What follows belongs to an exercise in optimizing a design on an open flow for small area, a short achievable clock period and few clock cycles; a production flow would make more cautious choices. Function was checked by simulation only, so behaviour that the tests miss may differ from the original. Power and IR drop assume default switching activity.

## alpha
==> flow/design.v (excerpt) <==
module alu(
	input wire clk,
	input wire reset,
	output reg [31:0] result,
	output done,
	input [2:0] sel,
	input [31:0] a,
	input [31:0] b
);
	wire sub = sel[2] & ~sel[0];
	wire [31:0] bx = b ^ {32{sub}};
	wire [31:0] s, p, g;
	wire co;
	add32sk add1(.a(a), .b(bx), .cin(sub), .s(s), .co(co), .p0(p), .g0(g));
	wire lt = (a[31] ^ b[31]) ? a[31] : s[31];
	wire [31:0] result_mod;
	mod mod1(.clk(clk), .reset(reset), .a(a), .b(b),
	         .result(result_mod), .done(done));
	always @(*) begin
		case (sel)
			3'd0: result = g;
			3'd1: result = g | p;
			3'd2: result = p;
			3'd3: result = ~(g | p);
			3'd4: result = {31'd0, lt};
			3'd7: result = result_mod;
			default: result = s;
		endcase
	end
endmodule
For scale: roughly 1400 cells after synthesis, ~100 I/O pins, about 11000 um2 of cells after synthesis.
clock: 10.0 ns
lec_check: 0
cap_margin: 20
core_margin: 2
core_utilization: 40
setup_slack_margin: 3.0
slew_margin: 20
tns_end_percent: 20
standard.sh (not shown) runs the stock make flow with config.mk's settings and CLKGATE_MAP_FILE= SYNTH_SCRIPT=/design/flow/synth_recipe.tcl, a recipe that flattens the netlist after the stock synthesis.
==> flow/flow/run.sh <==
#!/bin/bash
# The standard layout, except that the port buffers are buf_4 cells: left to
# itself buffer_ports picks clkdlybuf4s50_1, a slow delay cell, for every port.
set -euo pipefail
bash standard.sh synth > make_synth.log 2>&1
bash standard.sh BUFFER_PORTS_ARGS="-buffer_cell sky130_fd_sc_hd__buf_4" finish > make_finish.log 2>&1
Testbench counts of alpha, summed over its fixed seeds: cycles 14,763.
What beta does differently from alpha at the input level:
# alpha
export LEC_CHECK = 0
export CAP_MARGIN = 20
export CORE_MARGIN = 2
export CORE_UTILIZATION = 40
export SETUP_SLACK_MARGIN = 3.0
export SLEW_MARGIN = 20
export TNS_END_PERCENT = 20
create_clock -name core_clock -period 10.0 [get_ports {clk}]
# beta
export LEC_CHECK = 0
export ABC_AREA = 1
export CAP_MARGIN = 20
export CORE_MARGIN = 2
export CORE_UTILIZATION = 40
export SETUP_SLACK_MARGIN = 2.5
export SLEW_MARGIN = 20
export TNS_END_PERCENT = 100
create_clock -name core_clock -period 10.0 [get_ports {clk}]
The area after synthesis of beta exceeds that of alpha by 10%.
The worst-case vdd ir drop in alpha is 1.2 times that in beta.
Est. power | beta vs alpha | beta higher
> inputs changed (beta -> gamma)
# beta
export LEC_CHECK = 0
export ABC_AREA = 1
export CAP_MARGIN = 20
export CORE_MARGIN = 2
export CORE_UTILIZATION = 40
export SETUP_SLACK_MARGIN = 2.5
export SLEW_MARGIN = 20
export TNS_END_PERCENT = 100
create_clock -name core_clock -period 10.0 [get_ports {clk}]
# gamma
export LEC_CHECK = 0
export CAP_MARGIN = 20
export CORE_MARGIN = 2
export CORE_UTILIZATION = 40
export SETUP_SLACK_MARGIN = 3.0
export SLEW_MARGIN = 20
export TNS_END_PERCENT = 20
create_clock -name core_clock -period 10.0 [get_ports {clk}]
==> flow/flow/run.sh <==
#!/bin/bash
# The standard layout, except that the port buffers are buf_2 cells: left to
# itself buffer_ports picks clkdlybuf4s50_1, a slow delay cell, for every port.
set -euo pipefail
bash standard.sh synth > make_synth.log 2>&1
bash standard.sh BUFFER_PORTS_ARGS="-buffer_cell sky130_fd_sc_hd__buf_2" finish > make_finish.log 2>&1
==> results.txt <==
- beta → gamma: total iterations of the first detailed-routing run went down; global-route usage went down.
- Worst hold slack after final layout on gamma is behind beta.
- Between gamma and beta, instance area after placement is higher for beta, gamma comes in under that.
- Per the comparison of gamma with beta, final cell area excluding filler cells lost 720 um2, total power now sits lower, area occupied by multi-input gates has increased.
- A critical path launch point of sel[0] is what gamma shows, while sel[2] belongs to beta.
- Setup slack in gamma is larger than in beta.
- Relative to beta, the net switching component of the power of gamma is lower by about 23%.
> inputs changed (gamma -> delta)
# gamma
export LEC_CHECK = 0
export CAP_MARGIN = 20
export CORE_MARGIN = 2
export CORE_UTILIZATION = 40
export SETUP_SLACK_MARGIN = 3.0
export SLEW_MARGIN = 20
export TNS_END_PERCENT = 20
create_clock -name core_clock -period 10.0 [get_ports {clk}]
# delta
export LEC_CHECK = 0
export CAP_MARGIN = 20
export CORE_MARGIN = 2
export CORE_UTILIZATION = 40
export SETUP_SLACK_MARGIN = 3.0
export SLEW_MARGIN = 20
export TNS_END_PERCENT = 100
create_clock -name core_clock -period 10.0 [get_ports {clk}]
==> flow/flow/run.sh <==
#!/bin/bash
# The standard layout, except that the port buffers are buf_4 cells: left to
# itself buffer_ports picks clkdlybuf4s50_1, a slow delay cell, for every port.
set -euo pipefail
bash standard.sh synth > make_synth.log 2>&1
bash standard.sh BUFFER_PORTS_ARGS="-buffer_cell sky130_fd_sc_hd__buf_4" finish > make_finish.log 2>&1
Results
In terms of cell depth of the worst flop-to-flop path, delta and gamma differ only marginally.
Changes observed in delta relative to gamma: fraction of area in non-clock buffers went up 2.0 points; number of placed cells counting well taps held; via count held; clock buffer and inverter area fraction after layout held.
[inputs] epsilon vs delta
# delta
export LEC_CHECK = 0
export CAP_MARGIN = 20
export CORE_MARGIN = 2
export CORE_UTILIZATION = 40
export SETUP_SLACK_MARGIN = 3.0
export SLEW_MARGIN = 20
export TNS_END_PERCENT = 100
create_clock -name core_clock -period 10.0 [get_ports {clk}]
# epsilon
export LEC_CHECK = 0
export CAP_MARGIN = 20
export CORE_MARGIN = 2
export CORE_UTILIZATION = 40
export SETUP_SLACK_MARGIN = 2.5
export SLEW_MARGIN = 20
export TNS_END_PERCENT = 100
create_clock -name core_clock -period 10.0 [get_ports {clk}]
- Going from delta to epsilon, smallest setup slack after layout has decreased; via count -194; post-route clock skew increased by 0.0051 ns relative to the old numbers.
- [compare] base=delta new=epsilon: number of fill cells increased by 1.2% relative to the old numbers; placement-stage cell area has decreased; routed metal-1 wire length moved down.
- Re final worst-path cycle share: delta was lower than epsilon.
- The final reports for epsilon and delta show power consumed by sequential cells lower in the former.
- Comparing area growth from synthesis to layout for delta and epsilon, the bigger number came from delta.
- The largest fanout on the critical path number comes out lower for delta vs epsilon.

re-timing with driven ports:
How much do the figures lean on ideal ports? The routed layouts below were timed once more, with nothing changed but the port constraints. Step 1 sets driving cells, clkbuf_16 on the clock port and buf_2 on the other inputs (assumed; they add their load-dependent delay and slew). Step 2 moves the port delays by t, midway between the first and last clock arrival at a register: inputs arrive t later, outputs are due t later. That takes back most of the time a late clock gives input paths. Slacks: no drivers / after step 1 / after step 2; pairs: no drivers / after step 1.
run	t (ns)	setup WS [ns]	cell pins on the clock port's net
alpha	0.344	2.893 / 2.774 / 2.774	1
beta	0.347	2.883 / 2.853 / 2.853	1
gamma	0.344	2.939 / 2.889 / 2.889	1
delta	0.345	2.878 / 2.757 / 2.757	1
epsilon	0.335	2.526 / 2.487 / 2.487	1
After both steps setup and hold are still met in every run listed. The setup slack of delta, which loses most, moves by -0.121 ns with the drivers and by -0.121 ns with both steps.
